This is an optimization exercise on Yosys and OpenROAD, whose aim is small area, not a production implementation.
RTL that was checked went through simulation tests only; none was proved equivalent to the original.
No activity file was given, so power comes from the tool's default toggle rates.

## run A
Design top_module, start of the top module:
module top_module (
    input clk,
    input rst,
    output [15:0] imem_addr,
    input  [15:0] imem_data,
    output dmem_we,
    output dmem_re,
    output [15:0] dmem_addr,
    output [15:0] dmem_wdata,
    input  [15:0] dmem_rdata
);
    wire [15:0] ins = imem_data;
    wire [3:0] op = ins[15:12];
    wire [2:0] rs = ins[11:9];
    wire [2:0] rt = ins[8:6];
    wire [2:0] rd = ins[5:3];
    wire [15:0] sx = {{10{ins[5]}}, ins[5:0]};
    reg [15:1] pc;
    assign imem_addr = {pc, 1'b0};
    wire is_lw  = (op == 4'b0000);
    wire is_sw  = (op == 4'b0001);
    wire is_sub = (op == 4'b0011);
    wire is_not = (op == 4'b0100);
    wire is_shl = (op == 4'b0101);
    wire is_shr = (op == 4'b0110);
    wire is_and = (op == 4'b0111);
    wire is_or  = (op == 4'b1000);
    wire is_gt  = (op == 4'b1001);
    wire is_beq = (op == 4'b1011);
    wire is_bne = (op == 4'b1100);
    wire is_j   = (op == 4'b1101);
    wire is_mem = is_lw | is_sw;
    wire is_add = (op == 4'b0010) | (op == 4'b1010) | (op == 4'b1110) | (op == 4'b1111);
    wire wen = ~(is_sw | is_beq | is_bne | is_j);
    wire [127:0] q;
    wire [15:0] a, b, wd;
    wire [2:0] wa = is_lw ? rt : rd;
    wire [7:0] we, hold, ra1, ra2;
    genvar g;
    generate for (g = 0; g < 8; g = g + 1) begin : dec
        assign we[g]  = rst | (wen & (wa == g));
        assign hold[g] = ~rst & ~(wen & (wa == g));
  ...
Size in the first run: roughly 1100 cells after synthesis, roughly 84 I/O pins.
==> module REG_FILE_MODULE, before the edit <==
module REG_FILE_MODULE (
    input clk,
    input [7:0] we,           
    input [7:0] hold,         
    input [15:0] wd,
    output [127:0] q          
);
reg [15:0] r0, r1, r2, r3, r4, r5, r6, r7;
always @(posedge clk) begin
    r0 <= ({16{we[0]}} & wd) | ({16{hold[0]}} & r0);
    r1 <= ({16{we[1]}} & wd) | ({16{hold[1]}} & r1);
    r2 <= ({16{we[2]}} & wd) | ({16{hold[2]}} & r2);
    r3 <= ({16{we[3]}} & wd) | ({16{hold[3]}} & r3);
    r4 <= ({16{we[4]}} & wd) | ({16{hold[4]}} & r4);
    r5 <= ({16{we[5]}} & wd) | ({16{hold[5]}} & r5);
    r6 <= ({16{we[6]}} & wd) | ({16{hold[6]}} & r6);
    r7 <= ({16{we[7]}} & wd) | ({16{hold[7]}} & r7);
end
assign q = {r7, r6, r5, r4, r3, r2, r1, r0};
endmodule
==> module top_module, before the edit <==
module top_module (
    input clk,
    input rst,
    output [15:0] imem_addr,
    input  [15:0] imem_data,
    output dmem_we,
    output dmem_re,
    output [15:0] dmem_addr,
    output [15:0] dmem_wdata,
    input  [15:0] dmem_rdata
);
    wire [15:0] ins = imem_data;
    wire [3:0] op = ins[15:12];
    wire [2:0] rs = ins[11:9];
    wire [2:0] rt = ins[8:6];
    wire [2:0] rd = ins[5:3];
    wire [15:0] sx = {{10{ins[5]}}, ins[5:0]};
    reg [15:1] pc;
    assign imem_addr = {pc, 1'b0};
    wire is_lw  = (op == 4'b0000);
    wire is_sw  = (op == 4'b0001);
    wire is_sub = (op == 4'b0011);
    wire is_not = (op == 4'b0100);
    wire is_shl = (op == 4'b0101);
    wire is_shr = (op == 4'b0110);
    wire is_and = (op == 4'b0111);
    wire is_or  = (op == 4'b1000);
    wire is_gt  = (op == 4'b1001);
    wire is_beq = (op == 4'b1011);
    wire is_bne = (op == 4'b1100);
    wire is_j   = (op == 4'b1101);
    wire is_mem = is_lw | is_sw;
    wire is_add = (op == 4'b0010) | (op == 4'b1010) | (op == 4'b1110) | (op == 4'b1111);
    wire wen = ~(is_sw | is_beq | is_bne | is_j);
    wire [127:0] q;
    wire [15:0] a, b, wd;
    wire [2:0] wa = is_lw ? rt : rd;
    wire [7:0] we, hold, ra1, ra2;
    genvar g;
    generate for (g = 0; g < 8; g = g + 1) begin : dec
        assign we[g]  = rst | (wen & (wa == g));
        assign hold[g] = ~rst & ~(wen & (wa == g));
        assign ra1[g] = (rs == g);
        assign ra2[g] = (rt == g);
    end endgenerate
    REG_FILE_MODULE gpr (.clk(clk), .we(we), .hold(hold), .wd(wd), .q(q));
    RD_PORT rp1 (.q(q), .sel(ra1), .d(a));
    RD_PORT rp2 (.q(q), .sel(ra2), .d(b));
    wire sub = ~(is_add | is_mem);
    wire [15:0] sum;
    wire co, eq;
    ALU_ADD add (.a(a), .b((is_mem ? sx : b) ^ {16{sub}}), .ci(sub), .s(sum), .co(co), .eq(eq));
    wire gt = co & ~eq;            
    wire [15:0] sh;
    ALU_SHIFT shf (.a(a), .n(b[3:0]), .right(is_shr), .y(sh));
    wire big = |b[15:4];
    wire nr = ~rst;
    ALU_RESULT resm (
        .a(a), .b(b), .sum(sum), .sh(sh), .ld(dmem_rdata), .gt(gt),
        .s_sum(nr & (is_add | is_sub)), .s_not(nr & is_not),
        .s_shl(nr & is_shl & ~big), .s_shr(nr & is_shr & ~big),
        .s_and(nr & is_and), .s_or(nr & is_or), .s_gt(nr & is_gt), .s_ld(nr & is_lw),
        .y(wd)
    );
    assign dmem_we = is_sw;
    assign dmem_re = is_lw;
    assign dmem_addr = sum;
    assign dmem_wdata = b;
    wire taken = (is_beq & eq) | (is_bne & ~eq);
    wire [16:0] pct = {1'b0, pc, 1'b1} + {1'b0, taken ? sx[14:0] : 15'd0, 1'b1};
    wire [15:1] pcn = pct[15:1];
    always @(posedge clk) begin
        if (rst) pc <= 15'd0;
        else if (is_j) pc <= {pcn[15:13], ins[11:0]};
        else pc <= pcn;
    end
endmodule
==> flow/config.mk <==
export PLATFORM = sky130hd
export DESIGN_NAME = top_module
export DESIGN_NICKNAME = top_module
export VERILOG_FILES = /design/flow/design.v
export SDC_FILE = /design/flow/constraint.sdc
export NUM_CORES = 4
export LEC_CHECK = 0
export CAP_MARGIN = 20
export CORE_MARGIN = 2
export CORE_UTILIZATION = 40
export CTS_BUF_LIST = sky130_fd_sc_hd__clkbuf_8
export GPL_TIMING_DRIVEN = 0
export PLACE_DENSITY = 0.6
export SLEW_MARGIN = 20
export SYNTH_HIERARCHICAL = 1
==> flow/constraint.sdc <==
create_clock -name core_clock -period 6.5 [get_ports {clk}]
set_input_delay 1.3000 -clock core_clock [delete_from_list [all_inputs] [get_ports {clk}]]
set_output_delay 1.3000 -clock core_clock [all_outputs]
set_load 0.01 [all_outputs]
standard.sh (not shown) runs the stock make flow with config.mk's settings and CLKGATE_MAP_FILE= SYNTH_SCRIPT=/design/flow/synth_recipe.tcl, a recipe that flattens the netlist after the stock synthesis.
==> flow/flow/run.sh <==
#!/bin/bash
# The standard layout (standard.sh) with three changes:
#  - synthesis: no full-adder extraction or Kogge-Stone adders, and the final
#    ABC mapping is for area (flow/area.abc) except for the modules in
#    SPEED_MODULES, which keep ORFS's own ABC script. Every step before ABC,
#    and so every register and its cell type, is the standard synthesis's;
#  - every port still gets a buffer, but a sky130_fd_sc_hd__buf_1.
# Output of the make run: flow_make.log (ORFS's own logs under orfs/logs).
set -euo pipefail
HERE=$(pwd)
sed "s#SYNTH_SCRIPT=[^ ]*#SYNTH_SCRIPT=$HERE/flow/synth_area.tcl ADDER_MAP_FILE= SYNTH_OPERATIONS_ARGS=-noshare#" standard.sh > standard_area.sh
export AREA_ABC_SCRIPT=$HERE/flow/area.abc
export SPEED_MODULES=""
export BUFFER_PORTS_ARGS="-buffer_cell sky130_fd_sc_hd__buf_1"
bash standard_area.sh "$@" > flow_make.log 2>&1
==> flow/flow/area.abc <==
strash
dch
amap
topo
upsize -D 4500
dnsize -D 4500
==> flow/flow/synth_area.tcl <==
# synth_recipe.tcl with the final abc call split: ORFS's script for the
# modules in SPEED_MODULES, then the area script for everything left.
proc synth {args} { yosys synth -nofsm -noshare {*}$args }
proc abc {args} {
  foreach m $::env(SPEED_MODULES) {
    yosys abc {*}$args $m
  }
  set i [lsearch -exact $args -script]
  if { $i >= 0 } { lset args [expr { $i + 1 }] $::env(AREA_ABC_SCRIPT) }
  yosys abc {*}$args
}
source $::env(SCRIPTS_DIR)/synth.tcl
# left out here: clear keep_hierarchy, flatten, clean up, hide names made inside functions, write 1_2_yosys.v
diff inputs: run A => run B
diff --git a/flow/design.v b/flow/design.v
--- a/flow/design.v
+++ b/flow/design.v
@@ -49,26 +49,25 @@
          | ({16{s_ld}} & ld)
          | {15'd0, s_gt & gt};
 endmodule
 module REG_FILE_MODULE (
     input clk,
     input [7:0] we,           
-    input [7:0] hold,         
     input [15:0] wd,
     output [127:0] q          
 );
 reg [15:0] r0, r1, r2, r3, r4, r5, r6, r7;
 always @(posedge clk) begin
-    r0 <= ({16{we[0]}} & wd) | ({16{hold[0]}} & r0);
-    r1 <= ({16{we[1]}} & wd) | ({16{hold[1]}} & r1);
-    r2 <= ({16{we[2]}} & wd) | ({16{hold[2]}} & r2);
-    r3 <= ({16{we[3]}} & wd) | ({16{hold[3]}} & r3);
-    r4 <= ({16{we[4]}} & wd) | ({16{hold[4]}} & r4);
-    r5 <= ({16{we[5]}} & wd) | ({16{hold[5]}} & r5);
-    r6 <= ({16{we[6]}} & wd) | ({16{hold[6]}} & r6);
-    r7 <= ({16{we[7]}} & wd) | ({16{hold[7]}} & r7);
+    if (we[0]) r0 <= wd;
+    if (we[1]) r1 <= wd;
+    if (we[2]) r2 <= wd;
+    if (we[3]) r3 <= wd;
+    if (we[4]) r4 <= wd;
+    if (we[5]) r5 <= wd;
+    if (we[6]) r6 <= wd;
+    if (we[7]) r7 <= wd;
 end
 assign q = {r7, r6, r5, r4, r3, r2, r1, r0};
 endmodule
 module RD_PORT (
     input [127:0] q,
     input [7:0] sel,
@@ -116,21 +115,20 @@
     wire is_mem = is_lw | is_sw;
     wire is_add = (op == 4'b0010) | (op == 4'b1010) | (op == 4'b1110) | (op == 4'b1111);
     wire wen = ~(is_sw | is_beq | is_bne | is_j);
     wire [127:0] q;
     wire [15:0] a, b, wd;
     wire [2:0] wa = is_lw ? rt : rd;
-    wire [7:0] we, hold, ra1, ra2;
+    wire [7:0] we, ra1, ra2;
     genvar g;
     generate for (g = 0; g < 8; g = g + 1) begin : dec
         assign we[g]  = rst | (wen & (wa == g));
-        assign hold[g] = ~rst & ~(wen & (wa == g));
         assign ra1[g] = (rs == g);
         assign ra2[g] = (rt == g);
     end endgenerate
-    REG_FILE_MODULE gpr (.clk(clk), .we(we), .hold(hold), .wd(wd), .q(q));
+    REG_FILE_MODULE gpr (.clk(clk), .we(we), .wd(wd), .q(q));
     RD_PORT rp1 (.q(q), .sel(ra1), .d(a));
     RD_PORT rp2 (.q(q), .sel(ra2), .d(b));
     wire sub = ~(is_add | is_mem);
     wire [15:0] sum;
     wire co, eq;
     ALU_ADD add (.a(a), .b((is_mem ? sx : b) ^ {16{sub}}), .ci(sub), .s(sum), .co(co), .eq(eq));
### Flow results
Run B ran to completion and came out clean on the timing, design-rule and antenna checks. [compare] base=run A new=run B: via count moved down; number of hold violations in the final report saw little to no change; arrival time at the worst endpoint level; sum of net half-perimeters after detailed placement decreased by about 6% relative to the old numbers; number of enable-type register cells in the synthesized netlist saw an increase. ~same power dissipated in sequential cells in run B and run A.
No functional check of the RTL was part of run A.

==> afterwards: timing with drivers on the ports <==
The flow's constraints put no driver on any port. The routed layouts listed below were extracted and timed again, unchanged, in two steps. Step 1 sets driving cells, clkbuf_16 on the clock port and buf_2 on the other inputs (assumed; they add their load-dependent delay and slew). Step 2, shift: input delay + t, output delay - t, t = (earliest + latest rising clock arrival at the registers) / 2. This alone moves slack from input paths to output paths. Three values: no drivers, after step 1, after step 2; two values: the first two.
run | t, ns | setup WS [ns] | worst setup path after step 2 | clock arrival spread, ns | pins driven straight from the clock port
run A | 0.497 | 0.116 / 0.093 / -0.168 | input to register | 0.023 / 0.022 | 1
run B | 0.502 | 0.130 / 0.106 / -0.309 | input to register | 0.019 / 0.019 | 1
Met with ideal ports but missed after step 2: setup timing in run A and run B. For run B, which loses most, drivers alone change the setup slack by -0.024 ns; drivers and shift together by -0.439 ns.
